What follows belongs to an exercise in optimizing a design on an open flow for small area, a short achievable clock period and few clock cycles per item; a production flow would make more cautious choices. Power and IR drop assume default switching activity.

==> flow/design.v <==
module svmstorage #(parameter W = 10, parameter DEPTH = 1) (
    input                  clk,
    input                  en,
    input                  ld,
    input      [W-1:0]     din,
    output     [W-1:0]     head,
    output     [W-1:0]     tail,
    output     [W-1:0]     pre
);
reg [W-1:0] q [0:DEPTH-1];
integer n;
always @(posedge clk) begin
    if (en | ld)
        q[0] <= din;
    if (en)
        for (n = 1; n < DEPTH; n = n + 1)
            q[n] <= q[n-1];
end
assign head = q[0];
assign tail = q[DEPTH-1];
assign pre  = q[(DEPTH > 1) ? DEPTH-2 : 0];
endmodule
module testDataModule (
    input              pass,
    input              dbl,
    input              ng,
    input      [10:0]  v,
    output     [11:0]  u
);
wire [11:0] vs  = {v[10], v};
wire [11:0] mag = ({12{pass}} & vs) | ({12{dbl}} & {vs[10:0], 1'b0});
wire [11:0] t   = mag ^ {12{ng}};
assign u = {~t[11], t[10:0]};
endmodule
module fsm_Hand(clk,rst,start,ready,result,write1,write2,SVMin,datain);
input clk,rst,start;
input write1;
input write2;
input signed [8:0] SVMin;
input signed [1:0] datain;
output result;
output ready;
reg ready;
reg result;
localparam IDLE = 2'd0, LW = 2'd1, LX = 2'd2, CP = 2'd3;
reg [1:0] st;
reg [3:0] row, col, k;
wire wbeat = (st == LW) & write1;
wire xbeat = (st == LX) & write2;
reg fin;
always @(posedge clk or negedge rst)
    if (!rst) begin
        st <= IDLE; ready <= 1'b0;
    end else
        case (st)
        IDLE: if (start) begin
                st <= LW; ready <= 1'b0;
              end
        LW:   if (write1 && row == 4'd10 && col == 4'd10) st <= LX;
        LX:   if (write2 && k == 4'd10) st <= CP;
        CP:   if (fin) begin
                ready <= 1'b1;
                st    <= IDLE;
              end
        endcase
always @(posedge clk) begin
    if (st == IDLE) begin
        row <= 4'd0; col <= 4'd0; k <= 4'd0;
    end else begin
        if (wbeat) begin
            if (col == 4'd10) begin
                col <= 4'd0; row <= row + 4'd1;
            end else
                col <= col + 4'd1;
        end
        if (xbeat) k <= k + 4'd1;
    end
end
reg [1:0] xv [0:8];
reg [8:0] kgt;                  
reg [3:0] negs;
wire dm1 = datain[0];
wire dm2 = datain[1] & ~datain[0];
wire ds  = datain[1];
always @(posedge clk) begin : xh
    integer i;
    for (i = 0; i <= 8; i = i + 1)
        if (xbeat && k == i) xv[i] <= datain;
    if (st == IDLE) begin
        negs <= 4'd0; kgt <= 9'd0;
    end else if (xbeat) begin
        negs <= negs + {3'd0, ds}; kgt <= {kgt[7:0], 1'b1};
    end
end
reg [8:0]  Wq;
reg [8:0]  enR;
reg        enN, ldN, den, rot;
reg [9:0]  rtail;
reg        sp, sd, sn;          
reg        dq1, dq4;            
reg        first, lastL;
reg        dfx;                 
reg        lp, ld, ln;          
reg        sp1, sd1, sn1, dq11, dq41, first1, last1, dfx1;
always @(posedge clk) begin : ctl
    integer i;
    Wq  <= SVMin;
    for (i = 0; i <= 8; i = i + 1)
        enR[i] <= (wbeat & (((row == i) & (col >= i + 2)) | ((row >= i + 2) & (col == i)))) |
                  (xbeat & kgt[i]);
    enN <= (wbeat & (col == row + 4'd1)) | xbeat;
    ldN <= wbeat & (col + 4'd1 == row);
    den <= wbeat & (col == row);
    rot <= col < row;
    lp  <= xbeat & dm1;
    ld  <= xbeat & dm2;
    ln  <= xbeat & ds;
    sp1 <= xbeat & (k != 4'd0) & dm1;
    sd1 <= xbeat & (k != 4'd0) & dm2;
    sn1 <= xbeat & (k != 4'd0) & ds;
    dq11 <= xbeat & dm1;
    dq41 <= xbeat & dm2;
    first1 <= xbeat & (k == 4'd0);
    last1  <= xbeat & (k == 4'd10);
    dfx1   <= xbeat;
    sp <= sp1; sd <= sd1; sn <= sn1; dq1 <= dq11; dq4 <= dq41;
    first <= first1; lastL <= last1; dfx <= dfx1;
    fin   <= lastL;
end
wire [9:0] tail [0:8];
wire [9:0] ntail, npre, nhead;
wire [8:0] dtail;
reg [9:0] rnext;
always @* begin : rsel_mux
    integer i;
    rnext = (col + 4'd1 == row) ? nhead : 10'd0;
    for (i = 0; i <= 8; i = i + 1)
        rnext = rnext | ({10{col == i && col + 4'd1 != row}} & tail[i]);
end
always @(posedge clk)
    rtail <= rnext;
wire [9:0] Wx = {Wq[8], Wq};
wire [9:0] hin = rot ? (rtail + Wx) : Wx;
genvar g;
generate
    for (g = 0; g <= 8; g = g + 1) begin : row_q
        svmstorage #(.W(10), .DEPTH(9 - g)) q (.clk(clk), .en(enR[g]), .ld(1'b0),
                                               .din(hin), .head(), .tail(tail[g]), .pre());
    end
endgenerate
svmstorage #(.W(10), .DEPTH(10)) nq (.clk(clk), .en(enN), .ld(ldN),
                                     .din(hin), .head(nhead), .tail(ntail), .pre(npre));
svmstorage #(.W(9), .DEPTH(11)) dq (.clk(clk), .en(den | dfx), .ld(1'b0),
                                    .din(Wq), .head(), .tail(dtail), .pre());
function [31:0] csa;            
    input [15:0] a, b, c;
    begin
        csa[15:0]  = a ^ b ^ c;
        csa[31:16] = {((a & b) | (a & c) | (b & c)), 1'b0};
    end
endfunction
wire [11:0] u [0:9];
wire [15:0] z [0:9];
reg [8:0] tp, td, tn;
always @(posedge clk) begin : tc
    integer i;
    for (i = 0; i <= 8; i = i + 1) begin
        tp[i] <= xbeat & kgt[i] & xv[i][0];
        td[i] <= xbeat & kgt[i] & xv[i][1] & ~xv[i][0];
        tn[i] <= xbeat & kgt[i] & xv[i][1];
    end
end
generate
    for (g = 0; g <= 8; g = g + 1) begin : term
        testDataModule t (.pass(tp[g]), .dbl(td[g]), .ng(tn[g]),
                          .v({tail[g][9], tail[g]}), .u(u[g]));
        assign z[g] = {4'd0, u[g]};
    end
endgenerate
wire [31:0] l1a = csa(z[0], z[1], z[2]);
wire [31:0] l1b = csa(z[3], z[4], z[5]);
wire [31:0] l1c = csa(z[6], z[7], z[8]);
wire [31:0] l2a = csa(l1a[15:0], l1a[31:16], l1b[15:0]);
wire [31:0] l2b = csa(l1b[31:16], l1c[15:0], l1c[31:16]);
reg  [15:0] F [0:3];
reg         vB, vC;             
reg  [3:0]  negsB;
always @(posedge clk) begin
    F[0] <= l2a[15:0]; F[1] <= l2a[31:16];
    F[2] <= l2b[15:0]; F[3] <= l2b[31:16];
    vB   <= xbeat;
    vC   <= vB;
    negsB <= negs;
end
reg  [11:0] ul;
testDataModule tl (.pass(lp), .dbl(ld), .ng(ln), .v({ntail[9], ntail}), .u(u[9]));
always @(posedge clk)
    ul <= u[9];
assign z[9] = {4'd0, ul};
wire [15:0] zc = {12'hB00, negsB};
wire [31:0] m1a = csa(F[0], F[1], F[2]);
wire [31:0] m1b = csa(F[3], z[9], zc);
wire [31:0] m2  = csa(m1a[15:0], m1a[31:16], m1b[15:0]);
wire [31:0] m3  = csa(m2[15:0], m2[31:16], m1b[31:16]);
reg  [15:0] E0, E1;
always @(posedge clk)
    if (vC) begin
        E0 <= m3[15:0]; E1 <= m3[31:16];
    end
wire [15:0] g0 = ({16{sp}} & E0) | ({16{sd}} & {E0[14:0], 1'b0});
wire [15:0] g1 = ({16{sp}} & E1) | ({16{sd}} & {E1[14:0], 1'b0});
wire [15:0] o0 = g0 ^ {16{sn}};
wire [15:0] o1 = g1 ^ {16{sn}};
wire [15:0] dx = {{7{dtail[8]}}, dtail};
wire [15:0] dterm = ({16{dq1}} & dx) | ({16{dq4}} & {dx[13:0], 2'b00});
reg  [15:0] Ss, Sc;
wire [15:0] s0 = first ? 16'd255 : Ss;
wire [15:0] c0 = first ? 16'd0   : Sc;
wire [31:0] n1 = csa(s0, c0, dterm);
wire [31:0] n2 = csa(n1[15:0], {n1[31:17], sn}, o0);
wire [31:0] n3 = csa(n2[15:0], {n2[31:17], sn}, o1);
always @(posedge clk) begin
    Ss <= n3[15:0];
    Sc <= n3[31:16];
end
wire [15:0] rp = Ss ^ Sc;
wire [15:0] rg = Ss & Sc;
wire        rzero = (rp == {(Ss[14:0] | Sc[14:0]), 1'b0});
reg  [14:0] G [0:4];
reg  [14:0] Pp [0:4];
always @* begin : ks
    integer lv, b, d;
    G[0] = rg[14:0]; Pp[0] = rp[14:0];
    for (lv = 1; lv <= 4; lv = lv + 1) begin
        d = 1 << (lv - 1);
        for (b = 0; b < 15; b = b + 1)
            if (b >= d) begin
                G[lv][b]  = G[lv-1][b] | (Pp[lv-1][b] & G[lv-1][b-d]);
                Pp[lv][b] = Pp[lv-1][b] & Pp[lv-1][b-d];
            end else begin
                G[lv][b]  = G[lv-1][b];
                Pp[lv][b] = Pp[lv-1][b];
            end
    end
end
wire rsign = rp[15] ^ G[4][14];
always @(posedge clk)
    result <= ~rsign & ~rzero;
endmodule
Settings: LEC_CHECK=0, CAP_MARGIN=20, CORE_MARGIN=2, CORE_UTILIZATION=65, CTS_CLUSTER_DIAMETER=60, CTS_CLUSTER_SIZE=30, SETUP_SLACK_MARGIN=4.55, SLEW_MARGIN=20; clock period 7.0 ns.
run.sh (not shown) runs the stock make flow with config.mk's settings and CLKGATE_MAP_FILE= SYNTH_SCRIPT=/design/flow/synth_recipe.tcl, a recipe that flattens the netlist after the stock synthesis.
The first run produced a clean layout.
Rerun with:
Settings changed: SETUP_SLACK_MARGIN 4.55 to 4.6.
Result: Register-to-register slack improves by 0.07 ns. Core utilization hardly moves. Final area barely changes. Hold slack is about the same. Sequential power hardly moves. Sequential share of layout area barely changes. Synthesized area does not change. Worst setup slack stays flat. Synthesized cell count stays the same.
Rerun with:
Settings changed: CORE_UTILIZATION 65 to 68, SETUP_SLACK_MARGIN 4.6 to 4.55.
Effect:
- design area fell by 0.64%
- routed wire length rose by 2.7%
- clock power fell by about 3%
- via count rose by 1.4%
- clock-buffer cell count rose by 3
Function was not checked in any run of this note: the RTL went through the layout flow alone.

[afterwards: timing with drivers on the ports]
The flow's constraints put no driver on any port. The routed layouts listed below were extracted and timed again, unchanged, in two steps. Step 1 (the two cells are an assumption about what drives the block):
set clk [get_ports {clk}]
set_driving_cell -lib_cell sky130_fd_sc_hd__clkbuf_16 $clk
set_driving_cell -lib_cell sky130_fd_sc_hd__buf_2 [delete_from_list [all_inputs] $clk]
Step 2 moves the port delays by t, midway between the first and last clock arrival at a register: inputs arrive t later, outputs are due t later. That takes back most of the time a late clock gives input paths. Slacks: no drivers / after step 1 / after step 2; pairs: no drivers / after step 1.
run	t, ns	setup WS [ns]	clock arrival spread, ns
the first run	0.664	4.436 / 4.376 / 3.993	0.040 / 0.040
the second run	0.661	4.436 / 4.377 / 3.953	0.037 / 0.037
the third run	0.659	4.448 / 4.402 / 3.970	0.030 / 0.031
After both steps every run listed still meets setup and hold. The setup slack of the second run, which loses most, moves by -0.059 ns with the drivers and by -0.483 ns with both steps.
